What follows belongs to an exercise in optimizing a design on an open flow for small area, a short achievable clock period and few clock cycles per item; a production flow would make more cautious choices.
Where RTL was checked, it was by simulation tests only, not by an equivalence proof against the original.

==> job 2925 <==
// IIR
module IIR #(
    parameter DW = 24,
    parameter CFGAW = 32,
    parameter CFGDW = 32,
    parameter COEFW = 18,
    parameter COEFQ = 16,
    parameter ORDER = 6,
    parameter STAGE_ORDER = 2
) (
    input  logic clk,
    input  logic rst,
    input  logic signed [DW-1:0] s_axis_tdata,
    input  logic s_axis_tvalid,
    output logic s_axis_tready,
    output logic signed [DW-1:0] m_axis_tdata,
    output logic m_axis_tvalid,
    input  logic m_axis_tready,
    input  logic cyc_i,
    input  logic stb_i,
    input  logic we_i,
    output logic ack_o,
    output logic stall_o,
    input  logic [CFGAW-1:0] addr_i,
    input  logic signed [CFGDW-1:0] data_i,
    output logic signed [CFGDW-1:0] data_o
);
clock: 8.0 ns
lec_check: 0
cap_margin: 20
core_margin: 2
core_utilization: 40
setup_slack_margin: 2.5
slew_margin: 20
run.sh (not shown) runs the stock make flow with config.mk's settings and CLKGATE_MAP_FILE= SYNTH_SCRIPT=/design/flow/synth_recipe.tcl, a recipe that flattens the netlist after the stock synthesis.
==> inputs of job 6566, as changes to job 2925 <==
--- a/flow/design.v
+++ b/flow/design.v
@@ -247,52 +247,54 @@
 assign cn2_two[7] = ~cn2[14] & (cn2[15] ^ cn2[13]);
 assign cn2_xn[7] = cn2[15] & ~(~cn2[14] & cn2[13]);
 assign cn2_nc[7] = cn2[15] & ~(~cn2[14] & cn2[13]);
 assign cn2_one[8] = cn2[16];
 assign cn2_two[8] = ~cn2[16] & (cn2[17] ^ cn2[15]);
 assign cn2_xn[8] = cn2[17] & ~(~cn2[16] & cn2[15]);
 assign cn2_nc[8] = cn2[17] & ~(~cn2[16] & cn2[15]);
 logic [8:0] cn1_one, cn1_two, cn1_xn, cn1_nc;
+logic [17:0] cn1_sel;
+assign cn1_sel = sels[0 +: 18];
 assign cn1_one[0] = cn1[0];
-assign cn1_two[0] = sels[0 +: 18][0];
-assign cn1_xn[0] = sels[0 +: 18][9];
-assign cn1_nc[0] = sels[0 +: 18][9];
+assign cn1_two[0] = cn1_sel[0];
+assign cn1_xn[0] = cn1_sel[9];
+assign cn1_nc[0] = cn1_sel[9];
 assign cn1_one[1] = cn1[2];
-assign cn1_two[1] = sels[0 +: 18][1];
-assign cn1_xn[1] = sels[0 +: 18][10];
-assign cn1_nc[1] = sels[0 +: 18][10];
+assign cn1_two[1] = cn1_sel[1];
+assign cn1_xn[1] = cn1_sel[10];
+assign cn1_nc[1] = cn1_sel[10];
 assign cn1_one[2] = cn1[4];
-assign cn1_two[2] = sels[0 +: 18][2];
-assign cn1_xn[2] = sels[0 +: 18][11];
-assign cn1_nc[2] = sels[0 +: 18][11];
+assign cn1_two[2] = cn1_sel[2];
+assign cn1_xn[2] = cn1_sel[11];
+assign cn1_nc[2] = cn1_sel[11];
 assign cn1_one[3] = cn1[6];
-assign cn1_two[3] = sels[0 +: 18][3];
-assign cn1_xn[3] = sels[0 +: 18][12];
-assign cn1_nc[3] = sels[0 +: 18][12];
+assign cn1_two[3] = cn1_sel[3];
+assign cn1_xn[3] = cn1_sel[12];
+assign cn1_nc[3] = cn1_sel[12];
 assign cn1_one[4] = cn1[8];
-assign cn1_two[4] = sels[0 +: 18][4];
-assign cn1_xn[4] = sels[0 +: 18][13];
-assign cn1_nc[4] = sels[0 +: 18][13];
+assign cn1_two[4] = cn1_sel[4];
+assign cn1_xn[4] = cn1_sel[13];
+assign cn1_nc[4] = cn1_sel[13];
 assign cn1_one[5] = cn1[10];
-assign cn1_two[5] = sels[0 +: 18][5];
-assign cn1_xn[5] = sels[0 +: 18][14];
-assign cn1_nc[5] = sels[0 +: 18][14];
+assign cn1_two[5] = cn1_sel[5];
+assign cn1_xn[5] = cn1_sel[14];
+assign cn1_nc[5] = cn1_sel[14];
 assign cn1_one[6] = cn1[12];
-assign cn1_two[6] = sels[0 +: 18][6];
-assign cn1_xn[6] = sels[0 +: 18][15];
-assign cn1_nc[6] = sels[0 +: 18][15];
+assign cn1_two[6] = cn1_sel[6];
+assign cn1_xn[6] = cn1_sel[15];
+assign cn1_nc[6] = cn1_sel[15];
 assign cn1_one[7] = cn1[14];
-assign cn1_two[7] = sels[0 +: 18][7];
-assign cn1_xn[7] = sels[0 +: 18][16];
-assign cn1_nc[7] = sels[0 +: 18][16];
+assign cn1_two[7] = cn1_sel[7];
+assign cn1_xn[7] = cn1_sel[16];
+assign cn1_nc[7] = cn1_sel[16];
 assign cn1_one[8] = cn1[16];
-assign cn1_two[8] = sels[0 +: 18][8];
-assign cn1_xn[8] = sels[0 +: 18][17];
-assign cn1_nc[8] = sels[0 +: 18][17];
+assign cn1_two[8] = cn1_sel[8];
+assign cn1_xn[8] = cn1_sel[17];
+assign cn1_nc[8] = cn1_sel[17];
 logic [DW-1:0] yq;
 assign yq = vq ? yo : y2;
 logic [39:0] p_s, p_c, q_s, q_c;
 logic [15:0] f;
 logic [24:0] pp_xb1 [9];
 logic [23:0] pp_xb1_t [9];
 assign pp_xb1_t[0] = x ^ {24{cb1_xn[0]}};
 assign pp_xb1[0][0] = (cb1_one[0] & pp_xb1_t[0][0]) | (cb1_two[0] & cb1_xn[0]);
==> flow/config.mk (replaced) <==
export PLATFORM = sky130hd
export DESIGN_NAME = IIR
export DESIGN_NICKNAME = IIR
export VERILOG_FILES = /design/flow/design.v
export SDC_FILE = /design/flow/constraint.sdc
export NUM_CORES = 4
export LEC_CHECK = 0
export CAP_MARGIN = 20
export CORE_MARGIN = 2
export CORE_UTILIZATION = 40
export SETUP_SLACK_MARGIN = 1.9
export SLEW_MARGIN = 20
==> inputs of job 2311, as changes to job 2925 <==
--- a/flow/design.v
+++ b/flow/design.v
@@ -53,28 +53,29 @@
         end
     end
 end
 always @(posedge clk) begin
     ack_o <= cyc_i & stb_i;
     if (cyc_i && stb_i) begin
         if (we_i && addr_i < CFGAW'(N_CTL)) begin
             for (int i = 0; i < N_CTL; i++) begin
-                if (addr_i == CFGAW'(i)) begin
+                if (addr_i == CFGAW'(i))
                     regs[i] <= enc(is_neg(i) ? -data_i[REGW-1:0] : data_i[REGW-1:0]);
-                    if (is_neg(i))
-                        sels[(i / 6) * 2 + (i % 6) - 4] <= bsel(enc(-data_i[REGW-1:0]));
-                end
             end
         end else begin
             do_r <= rd_neg ? -rd_raw : rd_raw;
         end
     end
 end
 assign data_o = {{(CFGDW-REGW){do_r[REGW-1]}}, do_r};
+always @(posedge clk) begin
+    for (int k = 0; k < N_CTL / 3; k++)
+        sels[k] <= bsel(regs[(k / 2) * 6 + 4 + (k % 2)]);
+end
 generate
     for (genvar i = 0; i < N_CTL; i = i + 1) begin : flat
         assign ctl_regs[i*REGW +: REGW] = regs[i];
     end
     for (genvar i = 0; i < N_CTL / 3; i = i + 1) begin : flat_sel
         assign sel_regs[i*REGW +: REGW] = sels[i];
     end
 endgenerate
@@ -247,52 +248,54 @@
 assign cn2_two[7] = ~cn2[14] & (cn2[15] ^ cn2[13]);
 assign cn2_xn[7] = cn2[15] & ~(~cn2[14] & cn2[13]);
 assign cn2_nc[7] = cn2[15] & ~(~cn2[14] & cn2[13]);
 assign cn2_one[8] = cn2[16];
 assign cn2_two[8] = ~cn2[16] & (cn2[17] ^ cn2[15]);
 assign cn2_xn[8] = cn2[17] & ~(~cn2[16] & cn2[15]);
 assign cn2_nc[8] = cn2[17] & ~(~cn2[16] & cn2[15]);
 logic [8:0] cn1_one, cn1_two, cn1_xn, cn1_nc;
+logic [17:0] cn1_sel;
+assign cn1_sel = sels[0 +: 18];
 assign cn1_one[0] = cn1[0];
-assign cn1_two[0] = sels[0 +: 18][0];
-assign cn1_xn[0] = sels[0 +: 18][9];
-assign cn1_nc[0] = sels[0 +: 18][9];
+assign cn1_two[0] = cn1_sel[0];
+assign cn1_xn[0] = cn1_sel[9];
+assign cn1_nc[0] = cn1_sel[9];
 assign cn1_one[1] = cn1[2];
-assign cn1_two[1] = sels[0 +: 18][1];
-assign cn1_xn[1] = sels[0 +: 18][10];
-assign cn1_nc[1] = sels[0 +: 18][10];
+assign cn1_two[1] = cn1_sel[1];
+assign cn1_xn[1] = cn1_sel[10];
+assign cn1_nc[1] = cn1_sel[10];
 assign cn1_one[2] = cn1[4];
-assign cn1_two[2] = sels[0 +: 18][2];
-assign cn1_xn[2] = sels[0 +: 18][11];
-assign cn1_nc[2] = sels[0 +: 18][11];
+assign cn1_two[2] = cn1_sel[2];
+assign cn1_xn[2] = cn1_sel[11];
+assign cn1_nc[2] = cn1_sel[11];
 assign cn1_one[3] = cn1[6];
-assign cn1_two[3] = sels[0 +: 18][3];
-assign cn1_xn[3] = sels[0 +: 18][12];
-assign cn1_nc[3] = sels[0 +: 18][12];
+assign cn1_two[3] = cn1_sel[3];
+assign cn1_xn[3] = cn1_sel[12];
+assign cn1_nc[3] = cn1_sel[12];
 assign cn1_one[4] = cn1[8];
-assign cn1_two[4] = sels[0 +: 18][4];
-assign cn1_xn[4] = sels[0 +: 18][13];
-assign cn1_nc[4] = sels[0 +: 18][13];
+assign cn1_two[4] = cn1_sel[4];
+assign cn1_xn[4] = cn1_sel[13];
+assign cn1_nc[4] = cn1_sel[13];
 assign cn1_one[5] = cn1[10];
-assign cn1_two[5] = sels[0 +: 18][5];
-assign cn1_xn[5] = sels[0 +: 18][14];
-assign cn1_nc[5] = sels[0 +: 18][14];
+assign cn1_two[5] = cn1_sel[5];
+assign cn1_xn[5] = cn1_sel[14];
+assign cn1_nc[5] = cn1_sel[14];
 assign cn1_one[6] = cn1[12];
-assign cn1_two[6] = sels[0 +: 18][6];
-assign cn1_xn[6] = sels[0 +: 18][15];
-assign cn1_nc[6] = sels[0 +: 18][15];
+assign cn1_two[6] = cn1_sel[6];
+assign cn1_xn[6] = cn1_sel[15];
+assign cn1_nc[6] = cn1_sel[15];
 assign cn1_one[7] = cn1[14];
-assign cn1_two[7] = sels[0 +: 18][7];
-assign cn1_xn[7] = sels[0 +: 18][16];
-assign cn1_nc[7] = sels[0 +: 18][16];
+assign cn1_two[7] = cn1_sel[7];
+assign cn1_xn[7] = cn1_sel[16];
+assign cn1_nc[7] = cn1_sel[16];
 assign cn1_one[8] = cn1[16];
-assign cn1_two[8] = sels[0 +: 18][8];
-assign cn1_xn[8] = sels[0 +: 18][17];
-assign cn1_nc[8] = sels[0 +: 18][17];
+assign cn1_two[8] = cn1_sel[8];
+assign cn1_xn[8] = cn1_sel[17];
+assign cn1_nc[8] = cn1_sel[17];
 logic [DW-1:0] yq;
 assign yq = vq ? yo : y2;
 logic [39:0] p_s, p_c, q_s, q_c;
 logic [15:0] f;
 logic [24:0] pp_xb1 [9];
 logic [23:0] pp_xb1_t [9];
 assign pp_xb1_t[0] = x ^ {24{cb1_xn[0]}};
 assign pp_xb1[0][0] = (cb1_one[0] & pp_xb1_t[0][0]) | (cb1_two[0] & cb1_xn[0]);
==> flow/config.mk (replaced) <==
export PLATFORM = sky130hd
export DESIGN_NAME = IIR
export DESIGN_NICKNAME = IIR
export VERILOG_FILES = /design/flow/design.v
export SDC_FILE = /design/flow/constraint.sdc
export NUM_CORES = 4
export LEC_CHECK = 0
export CAP_MARGIN = 20
export CORE_MARGIN = 2
export CORE_UTILIZATION = 55
export SETUP_SLACK_MARGIN = 1.9
export SLEW_MARGIN = 20
==> qor summary <==
| quantity | job 2311 | job 6566 | job 2925 |
|---|---|---|---|
| Outcome | no timing/DRC/antenna violations | no timing/DRC/antenna violations | no timing/DRC/antenna violations |
| Worst setup SP type | input port | flip-flop | flip-flop |
| Total wire length after detailed routing | 755 mm | 745 mm | 764 mm |
| Overall Global Routing Usage | 41.9% | 29.7% | 30.4% |
| HPWL reported at the end of detailed placement | 595 mm | 585 mm | 582 mm |
| Crit path max fanout | 10 | 6 | 8 |
| Instance count of the mapped netlist | 19,965 | 20,053 | 20,156 |
| Actual slew at the worst max-slew pin | 1.25 ns | 1.24 ns | 1.25 ns |
| Inverters | 2,852 | 2,861 | 2,857 |
| Min Tclk post-route | 6.26 ns | 6.11 ns | 5.96 ns |
| Critical path capture point | wb_regs_i.do_r[10]$_DFFE_PP_ | sos[2].iir_core_i.y1[19]$_SDFFE_PP0P_ | sos[1].iir_core_i.y1n[18]$_SDFFE_PP1P_ |
| Routing usage on met2 | 63.4% | 46.1% | 46.8% |
| Fraction of the mapped netlist area in adder cells | 37.0% | 36.8% | 36.9% |
| Length of the first detailed-routing pass in iterations | 8 | 7 | 9 |
| Tap Cells | 4,599 | 6,425 | 6,425 |
| Worst setup path category | in2reg | reg2reg | reg2reg |
| Sequential element share of the synthesized area | 15.4% | 15.6% | 15.6% |
| Wire length the detailed router placed on met1 | 289 mm | 288 mm | 287 mm |
| Total area of multi-input combinational cells | 0.148 mm^2 | 0.148 mm^2 | 0.151 mm^2 |
| Initial Util | 55.3% | 40.1% | 40.1% |
| Clock insertion delay at the later pin of the skew report | 0.93 ns | 1.00 ns | 0.95 ns |
| Critical Path RT | 8.57 ns | 8.86 ns | 8.77 ns |
| Post-synthesis simple-gate area fraction | 4.68% | 4.63% | 4.78% |
Testbench counts of job 6566, summed over its fixed seeds: cycles 2,104, items 2,048.
Testbench counts of job 2311, summed over its fixed seeds: cycles 2,104, items 2,048.
No functional check of the RTL was part of job 2925.

---

==> onyx: inputs <==
IIR, a different RTL version from the one above (not shown whole).
==> flow/design.v (excerpt) <==
module IIR #(
    parameter DW = 24,
    parameter CFGAW = 32,
    parameter CFGDW = 32,
    parameter COEFW = 18,
    parameter COEFQ = 16,
    parameter ORDER = 6,
    parameter STAGE_ORDER = 2
) (
    input  logic clk,
    input  logic rst,
    input  logic signed [DW-1:0] s_axis_tdata,
    input  logic s_axis_tvalid,
    output logic s_axis_tready,
    output logic signed [DW-1:0] m_axis_tdata,
    output logic m_axis_tvalid,
    input  logic m_axis_tready,
    input  logic cyc_i,
    input  logic stb_i,
    input  logic we_i,
    output logic ack_o,
    output logic stall_o,
    input  logic [CFGAW-1:0] addr_i,
    input  logic signed [CFGDW-1:0] data_i,
    output logic signed [CFGDW-1:0] data_o
);
localparam NS = ORDER / STAGE_ORDER;
localparam CPS = 2 * (STAGE_ORDER + 1);
logic [NS*CPS*COEFW-1:0] coefs;
logic [NS*2*COEFW-1:0] sels;
WbRegs #(
    .CFGAW(CFGAW),
    .CFGDW(CFGDW),
    .REGW(COEFW),
    .N_CTL(NS*CPS)
) wb_regs_i (
    .clk,
    .cyc_i,
    .stb_i,
    .we_i,
    .ack_o,
    .stall_o,
    .addr_i,
    .data_i,
    .data_o,
    .ctl_regs(coefs),
    .sel_regs(sels)
);
logic vin;
logic [NS-1:0] vq, vl;
logic adv;
assign adv = !vl[NS-1] || m_axis_tready;
assign s_axis_tready = adv;
assign m_axis_tvalid = vl[NS-1];
  ...
Settings: LEC_CHECK=0, CAP_MARGIN=20, CORE_MARGIN=2, CORE_UTILIZATION=40, SETUP_SLACK_MARGIN=1.9, SLEW_MARGIN=20; clock period 8.0 ns.
==> harbor (differences from onyx) <==
--- a/flow/design.v
+++ b/flow/design.v
@@ -93,12 +93,12 @@
     input  logic [6*COEFW-1:0] coefs,
     input  logic [2*COEFW-1:0] sels,
     output logic [DW-1:0] yo,
     output logic [DW-1:0] y2
 );
-logic [DW-1:0] y1;
-assign yo = y1;
+logic [DW-1:0] y1, y1n;
+assign yo = ~y1n;
 logic [COEFW-1:0] cb0, cb1, cb2, cn1, cn2;
 assign cb0 = coefs[0*COEFW +: COEFW];
 assign cb1 = coefs[1*COEFW +: COEFW];
 assign cb2 = coefs[2*COEFW +: COEFW];
 assign cn1 = coefs[4*COEFW +: COEFW];
@@ -3852,18 +3852,20 @@
         p_c <= pt_rb;
     end
     if (adv) begin
         if (vq) begin
             y1 <= acc[39:16];
+            y1n <= ~acc[39:16];
             y2 <= yo;
             f  <= acc[15:0];
         end
     end
     if (rst) begin
         p_s <= '0;
         p_c <= '0;
         y1 <= '0;
+        y1n <= '1;
         y2 <= '0;
         f  <= '0;
     end
 end
 endmodule
SETUP_SLACK_MARGIN = 2.5   (was 1.9)
==> sierra (differences from onyx) <==
--- a/flow/design.v
+++ b/flow/design.v
@@ -56,22 +56,23 @@
 always @(posedge clk) begin
     ack_o <= cyc_i & stb_i;
     if (cyc_i && stb_i) begin
         if (we_i && addr_i < CFGAW'(N_CTL)) begin
             for (int i = 0; i < N_CTL; i++) begin
-                if (addr_i == CFGAW'(i)) begin
+                if (addr_i == CFGAW'(i))
                     regs[i] <= enc(is_neg(i) ? -data_i[REGW-1:0] : data_i[REGW-1:0]);
-                    if (is_neg(i))
-                        sels[(i / 6) * 2 + (i % 6) - 4] <= bsel(enc(-data_i[REGW-1:0]));
-                end
             end
         end else begin
             do_r <= rd_neg ? -rd_raw : rd_raw;
         end
     end
 end
 assign data_o = {{(CFGDW-REGW){do_r[REGW-1]}}, do_r};
+always @(posedge clk) begin
+    for (int k = 0; k < N_CTL / 3; k++)
+        sels[k] <= bsel(regs[(k / 2) * 6 + 4 + (k % 2)]);
+end
 generate
     for (genvar i = 0; i < N_CTL; i = i + 1) begin : flat
         assign ctl_regs[i*REGW +: REGW] = regs[i];
     end
     for (genvar i = 0; i < N_CTL / 3; i = i + 1) begin : flat_sel
@@ -93,12 +94,12 @@
     input  logic [6*COEFW-1:0] coefs,
     input  logic [2*COEFW-1:0] sels,
     output logic [DW-1:0] yo,
     output logic [DW-1:0] y2
 );
-logic [DW-1:0] y1;
-assign yo = y1;
+logic [DW-1:0] y1, y1n;
+assign yo = ~y1n;
 logic [COEFW-1:0] cb0, cb1, cb2, cn1, cn2;
 assign cb0 = coefs[0*COEFW +: COEFW];
 assign cb1 = coefs[1*COEFW +: COEFW];
 assign cb2 = coefs[2*COEFW +: COEFW];
 assign cn1 = coefs[4*COEFW +: COEFW];
@@ -3852,18 +3853,20 @@
         p_c <= pt_rb;
     end
     if (adv) begin
         if (vq) begin
             y1 <= acc[39:16];
+            y1n <= ~acc[39:16];
             y2 <= yo;
             f  <= acc[15:0];
         end
     end
     if (rst) begin
         p_s <= '0;
         p_c <= '0;
         y1 <= '0;
+        y1n <= '1;
         y2 <= '0;
         f  <= '0;
     end
 end
 endmodule
==> flow_summary.yaml <==
clock_tree:
  clock_sink_count: 1193
sta:
  finalCritPeriodShare: 0.744
  finalWorstSetupSlack_ns: 2.05
  finalClockSkew_ns: 0.0674
status:
  status: "complete, no violations"
finish:
  multi_input_area_um2: 150000
drt:
  drt-met1-wl_mm: 295
setup_path:
  r2r-end: "sos[2].iir_core_i.y1[17]$_SDFFE_PP0P_"
(the above is from harbor)
==> flow_summary.yaml <==
clock_tree:
  clk_pin_slew_ns: 0.06
setup_path:
  crit_buf_inv: 6
  r2r-end: "sos[2].iir_core_i.y1n[16]$_SDFFE_PP1P_"
sta:
  finalWorstSetupSlack_ns: 1.72
  finalCritPeriodShare: 0.785
status:
  status: "complete, no violations"
grt:
  grt_pass1_vias: 157000
drt:
  drt-met1-wl_mm: 295
finish:
  multi_input_area_um2: 148000
  final-clk-cell-share: 0.0255
(the above is from sierra)
==> flow_summary.yaml <==
drt:
  drt-met1-wl_mm: 285
grt:
  grt_pass1_vias: 155000
finish:
  multi_input_area_um2: 147000
  mostFrequentLayoutCell: "fa_1"
sta:
  finalCritPeriodShare: 0.772
status:
  status: "complete, no violations"
synth:
  synth_area_per_cell_um2: 9.56
clock_tree:
  clock_sink_count: 1121
(the above is from onyx)
Testbench counts of harbor, summed over its fixed seeds: cycles 2,104, items 2,048.
Testbench counts of sierra, summed over its fixed seeds: cycles 2,104, items 2,048.
No functional check of the RTL was part of onyx.

afterwards: timing with drivers on the ports:
No port has a modelled driver above. Below, the same layouts with a new extraction and two added sets of constraints. Step 1 sets driving cells, clkbuf_16 on the clock port and buf_2 on the other inputs (assumed; they add their load-dependent delay and slew). Step 2 adds t to the input delays and takes it off the output delays; t is the mean of the earliest and latest rising clock arrival at the registers after step 1. Input paths then give back, and output paths get back, about the clock's delay inside the block. Three values: ideal ports, drivers, drivers and shift; two values: the first two.
run | t, ns | slack for setup (ns) | hold slack, ns | worst setup path after step 2 | clock arrival spread, ns
job 2925 | 1.036 | 2.037 / 2.037 / 1.337 | 0.450 / 0.450 / 0.450 | input to register | 0.109 / 0.110
job 6566 | 1.057 | 1.891 / 1.891 / 1.021 | 0.449 / 0.449 / 0.449 | input to register | 0.165 / 0.165
job 2311 | 1.019 | 1.738 / 1.762 / 0.742 | 0.449 / 0.449 / 0.449 | input to register | 0.092 / 0.091
onyx | 1.028 | 1.825 / 1.825 / 0.809 | 0.449 / 0.449 / 0.449 | input to register | 0.110 / 0.109
harbor | 1.016 | 2.048 / 2.048 / 1.266 | 0.448 / 0.448 / 0.448 | input to register | 0.087 / 0.087
sierra | 1.050 | 1.719 / 1.719 / 1.074 | 0.447 / 0.447 / 0.447 | input to register | 0.093 / 0.093
After both steps every run listed still meets setup and hold. For onyx, which loses most, drivers alone change the setup slack by 0.000 ns; drivers and shift together by -1.016 ns.
